Background: an optimization exercise with open tools, aiming at small area. Do not read the settings as production practice.
Function was checked by simulation only, so behaviour that the tests miss may differ from the original.
The clock port is modelled as an ideal driver, which makes a skipped or thinned clock tree look cheaper than it is; a real chip needs a root buffer or a tree.
Power figures rest on the tool's default switching activity, not on a simulated workload.

## main
module main(clock_in,rst,A,B,C,D,E,F,G,anode,button,BIN2,TMP);
Size: ~270 cells after synthesis, roughly 19 I/O pins.
export LEC_CHECK = 0
export CAP_MARGIN = 20
export CORE_MARGIN = 2
export CORE_UTILIZATION = 40
export GPL_TIMING_DRIVEN = 0
export SLEW_MARGIN = 20
create_clock -name core_clock -period 10.0 [get_ports {clock_in}]
standard.sh (not shown) runs the stock make flow with config.mk's settings and CLKGATE_MAP_FILE= SYNTH_SCRIPT=/design/flow/synth_recipe.tcl, a recipe that flattens the netlist after the stock synthesis.
==> flow/flow/run.sh <==
#!/bin/bash
# Own layout flow: the standard synthesis, its combinational logic re-mapped
# for area by ABC (flip-flops untouched; the smallest of several seeded runs
# is kept), then the standard ORFS layout steps.
set -euo pipefail
here=$(pwd)
R=$here/orfs/results/$FLOW_PLATFORM/main/base
bash standard.sh synth > standard_synth.log 2>&1
cp $R/1_2_yosys.v std_synth.v
export LIB_FILE=$FLOW_HOME/platforms/sky130hd/lib/sky130_fd_sc_hd__tt_025C_1v80.lib
export IN_NETLIST=$here/std_synth.v
export FF_CELLS=$(grep -oE "sky130_fd_sc_hd__(dfxtp|dfrtp|dfstp|dfbbp|dfrbp|edfxtp|sdf|dlx)[a-z0-9_]*" std_synth.v | sort -u | tr '\n' ' ')
mkdir -p remap
remap_one() {
  sed "s/SEED/$1/" flow/area.abc > remap/area_$1.abc
  ABC_SCRIPT=$here/remap/area_$1.abc OUT_NETLIST=$here/remap/remap_$1.v STAT_FILE=$here/remap/stat_$1.txt \
    yosys -c flow/remap.tcl > remap/remap_$1.log 2>&1 || true
}
for s in 1 2 3 4; do remap_one $s & done; wait
for s in 5 6 7 8; do remap_one $s & done; wait
for s in 9 10 11 12; do remap_one $s & done; wait
for s in 13 14 15 16; do remap_one $s & done; wait
best=""; bestarea=""
for s in $(seq 1 16); do
  [[ -f remap/stat_$s.txt && -f remap/remap_$s.v ]] || continue
  a=$(awk '/Chip area/ {print $NF}' remap/stat_$s.txt)
  echo "seed $s area $a" >> remap/areas.txt
  if [[ -z "$best" ]] || awk -v a=$a -v b=$bestarea 'BEGIN{exit !(a<b)}'; then best=$s; bestarea=$a; fi
done
[[ -n "$best" ]] || { echo "no remap result"; exit 1; }
echo "best seed $best area $bestarea" >> remap/areas.txt
cp remap/remap_$best.v remap.v
# same flip-flops, same names and cell types
ffs() { grep -oE "^\s*sky130_fd_sc_hd__(dfxtp|dfrtp|dfstp|dfbbp|dfrbp|edfxtp|sdf|dlx)[a-z0-9_]* +[^ ]+" "$1" | sed 's/^ *//' | sort; }
if ! diff <(ffs std_synth.v) <(ffs remap.v) > ff_diff.txt; then echo "flip-flops differ"; exit 1; fi
cp remap.v $R/1_2_yosys.v
rm -f $R/1_synth.odb $R/1_synth.sdc
export BUFFER_PORTS_ARGS="-buffer_cell sky130_fd_sc_hd__buf_1"
# clock tree: three clkbuf_8 leaves fed by the clock port (flow/manual_cts.tcl)
clk=$(sed -nE 's/.*create_clock.*get_ports \{?([A-Za-z0-9_]+)\}?.*/\1/p' "$FLOW_SDC" | head -1)
cat > pre_cts.tcl <<EOT
set ::env(MANUAL_CTS_NET) $clk
set ::env(MANUAL_CTS_GROUPS) 3
set ::env(MANUAL_CTS_BUF) sky130_fd_sc_hd__clkbuf_8
source $here/flow/manual_cts.tcl
rename clock_tree_synthesis orfs_clock_tree_synthesis
proc clock_tree_synthesis { args } { manual_clock_tree }
EOT
export PRE_CTS_TCL=$here/pre_cts.tcl
bash standard.sh > standard.log 2>&1
==> flow/flow/area.abc <==
strash
dc2
&get -n
&deepsyn -T 20 -S SEED
&put
dch -f
amap -F 2 -A 8 -C 2000
==> flow/flow/remap.tcl <==
# Re-map the combinational logic of the standard synthesis netlist for area.
# The flip-flops of the standard synthesis are kept as they are (same
# instances, names and cell types); only the logic between them is remapped.
set lib $::env(LIB_FILE)
yosys read_liberty -ignore_miss_func $lib
yosys read_verilog $::env(IN_NETLIST)
yosys hierarchy -top $::env(FLOW_TOP)
foreach ff [split $::env(FF_CELLS)] { yosys blackbox $ff }
yosys flatten
yosys delete t:\$scopeinfo
yosys opt -purge
yosys abc -liberty $lib -dont_use sky130_fd_sc_hd__lpflow_bleeder_1 -dont_use sky130_fd_sc_hd__lpflow_clkbufkapwr_1 -dont_use sky130_fd_sc_hd__lpflow_clkbufkapwr_16 -dont_use sky130_fd_sc_hd__lpflow_clkbufkapwr_2 -dont_use sky130_fd_sc_hd__lpflow_clkbufkapwr_4 -dont_use sky130_fd_sc_hd__lpflow_clkbufkapwr_8 -dont_use sky130_fd_sc_hd__lpflow_clkinvkapwr_1 -dont_use sky130_fd_sc_hd__lpflow_clkinvkapwr_16 -dont_use sky130_fd_sc_hd__lpflow_clkinvkapwr_2 -dont_use sky130_fd_sc_hd__lpflow_clkinvkapwr_4 -dont_use sky130_fd_sc_hd__lpflow_clkinvkapwr_8 -dont_use sky130_fd_sc_hd__lpflow_decapkapwr_12 -dont_use sky130_fd_sc_hd__lpflow_decapkapwr_3 -dont_use sky130_fd_sc_hd__lpflow_decapkapwr_4 -dont_use sky130_fd_sc_hd__lpflow_decapkapwr_6 -dont_use sky130_fd_sc_hd__lpflow_decapkapwr_8 -dont_use sky130_fd_sc_hd__lpflow_inputiso0n_1 -dont_use sky130_fd_sc_hd__lpflow_inputiso0p_1 -dont_use sky130_fd_sc_hd__lpflow_inputiso1n_1 -dont_use sky130_fd_sc_hd__lpflow_inputiso1p_1 -dont_use sky130_fd_sc_hd__lpflow_inputisolatch_1 -dont_use sky130_fd_sc_hd__lpflow_isobufsrc_1 -dont_use sky130_fd_sc_hd__lpflow_isobufsrc_16 -dont_use sky130_fd_sc_hd__lpflow_isobufsrc_2 -dont_use sky130_fd_sc_hd__lpflow_isobufsrc_4 -dont_use sky130_fd_sc_hd__lpflow_isobufsrc_8 -dont_use sky130_fd_sc_hd__lpflow_isobufsrckapwr_16 -dont_use sky130_fd_sc_hd__lpflow_lsbuf_lh_hl_isowell_tap_1 -dont_use sky130_fd_sc_hd__lpflow_lsbuf_lh_hl_isowell_tap_2 -dont_use sky130_fd_sc_hd__lpflow_lsbuf_lh_hl_isowell_tap_4 -dont_use sky130_fd_sc_hd__lpflow_lsbuf_lh_isowell_4 -dont_use sky130_fd_sc_hd__lpflow_lsbuf_lh_isowell_tap_1 -dont_use sky130_fd_sc_hd__lpflow_lsbuf_lh_isowell_tap_2 -dont_use sky130_fd_sc_hd__lpflow_lsbuf_lh_isowell_tap_4 -dont_use sky130_fd_sc_hd__probe_p_8 -dont_use sky130_fd_sc_hd__probec_p_8  -script $::env(ABC_SCRIPT)
yosys opt_clean -purge
yosys hilomap -singleton -hicell sky130_fd_sc_hd__conb_1 HI -locell sky130_fd_sc_hd__conb_1 LO
yosys opt_clean -purge
yosys rename -hide {w:*.*}
yosys write_verilog -noattr -nohex -nodec $::env(OUT_NETLIST).tmp
# read back with the cells as black boxes so that ports are driven by cells directly
yosys design -reset
yosys read_liberty -lib $lib
yosys read_verilog $::env(OUT_NETLIST).tmp
yosys hierarchy -top $::env(FLOW_TOP)
yosys insbuf -buf sky130_fd_sc_hd__buf_1 A X
yosys opt_clean -purge
yosys tee -o $::env(STAT_FILE) stat -liberty $lib
yosys check -assert
yosys write_verilog -noattr -nohex -nodec $::env(OUT_NETLIST)
Other scripts of this flow, unchanged in this note and not shown: flow/flow/manual_cts.tcl
Change:
GPL_TIMING_DRIVEN = unset   (was 0)
Result: Worst setup slack improved by 0.036 ns. Via count rises by 1.0%. Fmax rises by 0.75%. Routed wire length rises by 1.7%. Final area falls by 0.33%.
Change:
--- a/flow/flow/remap.tcl
+++ b/flow/flow/remap.tcl
@@ -16,10 +16,9 @@
 yosys rename -hide {w:*.*}
 yosys write_verilog -noattr -nohex -nodec $::env(OUT_NETLIST).tmp
-# read back with the cells as black boxes so that ports are driven by cells directly
+# read back with the cells as black boxes
 yosys design -reset
 yosys read_liberty -lib $lib
 yosys read_verilog $::env(OUT_NETLIST).tmp
 yosys hierarchy -top $::env(FLOW_TOP)
-yosys insbuf -buf sky130_fd_sc_hd__buf_1 A X
 yosys opt_clean -purge
 yosys tee -o $::env(STAT_FILE) stat -liberty $lib
GPL_TIMING_DRIVEN = 0   (was unset)
Result:
- The new run passed the timing, design-rule and antenna checks
- area after synthesis decreases by 0.72%
- global-route usage goes down by 0.20 points
- routed wire length shrinks by 2.9%
- cell count hardly moves
- final area decreases by 0.33%
- worst hold slack degrades by 0.022 ns
- total power went up by 0.51%
Change:
--- a/flow/flow/run.sh
+++ b/flow/flow/run.sh
@@ -17,10 +17,9 @@
     yosys -c flow/remap.tcl > remap/remap_$1.log 2>&1 || true
 }
-for s in 1 2 3 4; do remap_one $s & done; wait
-for s in 5 6 7 8; do remap_one $s & done; wait
-for s in 9 10 11 12; do remap_one $s & done; wait
-for s in 13 14 15 16; do remap_one $s & done; wait
+for r in $(seq 0 11); do
+  for i in 1 2 3 4; do remap_one $((4 * r + i)) & done; wait
+done
 best=""; bestarea=""
-for s in $(seq 1 16); do
+for s in $(seq 1 48); do
   [[ -f remap/stat_$s.txt && -f remap/remap_$s.v ]] || continue
   a=$(awk '/Chip area/ {print $NF}' remap/stat_$s.txt)
Effect: Clock skew is unchanged; area after synthesis is unchanged; worst hold slack stays the same; cell area stays the same; total power is unchanged; sequential cell count stays the same; setup slack stays the same; routed wire length stays the same; utilization is unchanged.
Change:
--- a/flow/flow/run.sh
+++ b/flow/flow/run.sh
@@ -17,9 +17,9 @@
     yosys -c flow/remap.tcl > remap/remap_$1.log 2>&1 || true
 }
-for r in $(seq 0 11); do
-  for i in 1 2 3 4; do remap_one $((4 * r + i)) & done; wait
-done
+for s in 1 2 3 4; do remap_one $s & done; wait
+for s in 5 6 7 8; do remap_one $s & done; wait
+for s in 9 10 11 12; do remap_one $s & done; wait
 best=""; bestarea=""
-for s in $(seq 1 48); do
+for s in 1 2 3 4 5 6 7 8 9 10 11 12; do
   [[ -f remap/stat_$s.txt && -f remap/remap_$s.v ]] || continue
   a=$(awk '/Chip area/ {print $NF}' remap/stat_$s.txt)
==> flow/flow/area.abc (replaced) <==
strash
dc2
&get -n
&deepsyn -T 20 -S SEED
&put
dch -f
amap
--- a/flow/flow/remap.tcl
+++ b/flow/flow/remap.tcl
@@ -16,9 +16,10 @@
 yosys rename -hide {w:*.*}
 yosys write_verilog -noattr -nohex -nodec $::env(OUT_NETLIST).tmp
-# read back with the cells as black boxes
+# read back with the cells as black boxes so that ports are driven by cells directly
 yosys design -reset
 yosys read_liberty -lib $lib
 yosys read_verilog $::env(OUT_NETLIST).tmp
 yosys hierarchy -top $::env(FLOW_TOP)
+yosys insbuf -buf sky130_fd_sc_hd__buf_1 A X
 yosys opt_clean -purge
 yosys tee -o $::env(STAT_FILE) stat -liberty $lib
GPL_TIMING_DRIVEN = unset   (was 0)
Sequential power stays flat.
Final area barely changes.
Flip-flop and latch count stays the same.
Utilization shrinks by 0.16 points.
Worst setup slack is worse by 0.21 ns.
Register-to-register slack is worse by 0.96 ns.
Sequential share of layout area shrinks by 0.12 points.
Synthesized cell count grows by 3.1%.
Change:
--- a/flow/flow/run.sh
+++ b/flow/flow/run.sh
@@ -20,6 +20,7 @@
 for s in 5 6 7 8; do remap_one $s & done; wait
 for s in 9 10 11 12; do remap_one $s & done; wait
+for s in 13 14 15 16; do remap_one $s & done; wait
 best=""; bestarea=""
-for s in 1 2 3 4 5 6 7 8 9 10 11 12; do
+for s in $(seq 1 16); do
   [[ -f remap/stat_$s.txt && -f remap/remap_$s.v ]] || continue
   a=$(awk '/Chip area/ {print $NF}' remap/stat_$s.txt)
==> flow/flow/area.abc (replaced) <==
strash
dc2
&get -n
&deepsyn -T 40 -S SEED
&put
dch -f
amap -F 2 -A 8 -C 2000
--- a/flow/flow/remap.tcl
+++ b/flow/flow/remap.tcl
@@ -16,10 +16,9 @@
 yosys rename -hide {w:*.*}
 yosys write_verilog -noattr -nohex -nodec $::env(OUT_NETLIST).tmp
-# read back with the cells as black boxes so that ports are driven by cells directly
+# read back with the cells as black boxes
 yosys design -reset
 yosys read_liberty -lib $lib
 yosys read_verilog $::env(OUT_NETLIST).tmp
 yosys hierarchy -top $::env(FLOW_TOP)
-yosys insbuf -buf sky130_fd_sc_hd__buf_1 A X
 yosys opt_clean -purge
 yosys tee -o $::env(STAT_FILE) stat -liberty $lib
GPL_TIMING_DRIVEN = 0   (was unset)
Worst hold slack got worse by 0.013 ns.
Wire length is lower by 3.1%.
Flip-flop and latch count does not change.
Sequential power stays flat.
Design area barely changes.
In every run of this note, the design's own scripts or RTL, not TritonCTS, make the clock network.

[separate check: timing with driven ports]
Ports are ideal in the flow. The routed layouts listed here were re-timed in OpenROAD.
Step 1: set_driving_cell puts a clkbuf_16 on clock_in and a buf_2 on each other input, an assumption about the parent block.
Step 2 adds t to the input delays and takes it off the output delays; t is the mean of the earliest and latest rising clock arrival at the registers after step 1. Input paths then give back, and output paths get back, about the clock's delay inside the block.
Slacks: ideal / step 1 / step 2; pairs: ideal / step 1.
| run | t (ns) | setup WS [ns] | worst setup path after step 2 | worst data-port slew with drivers (ns) |
|---|---|---|---|---|
| the first run | 0.202 | 5.204 / 5.154 / 5.356 | register to output | 0.03 |
| the second run | 0.200 | 5.239 / 5.192 / 5.392 | register to output | 0.03 |
| the third run | 0.202 | 5.250 / 5.206 / 5.408 | register to output | 0.03 |
| the fourth run | 0.202 | 5.250 / 5.206 / 5.408 | register to output | 0.03 |
| the fifth run | 0.205 | 5.039 / 4.990 / 5.194 | register to output | 0.03 |
| the sixth run | 0.202 | 5.250 / 5.206 / 5.408 | register to output | 0.03 |
After both steps every run listed still meets setup and hold.
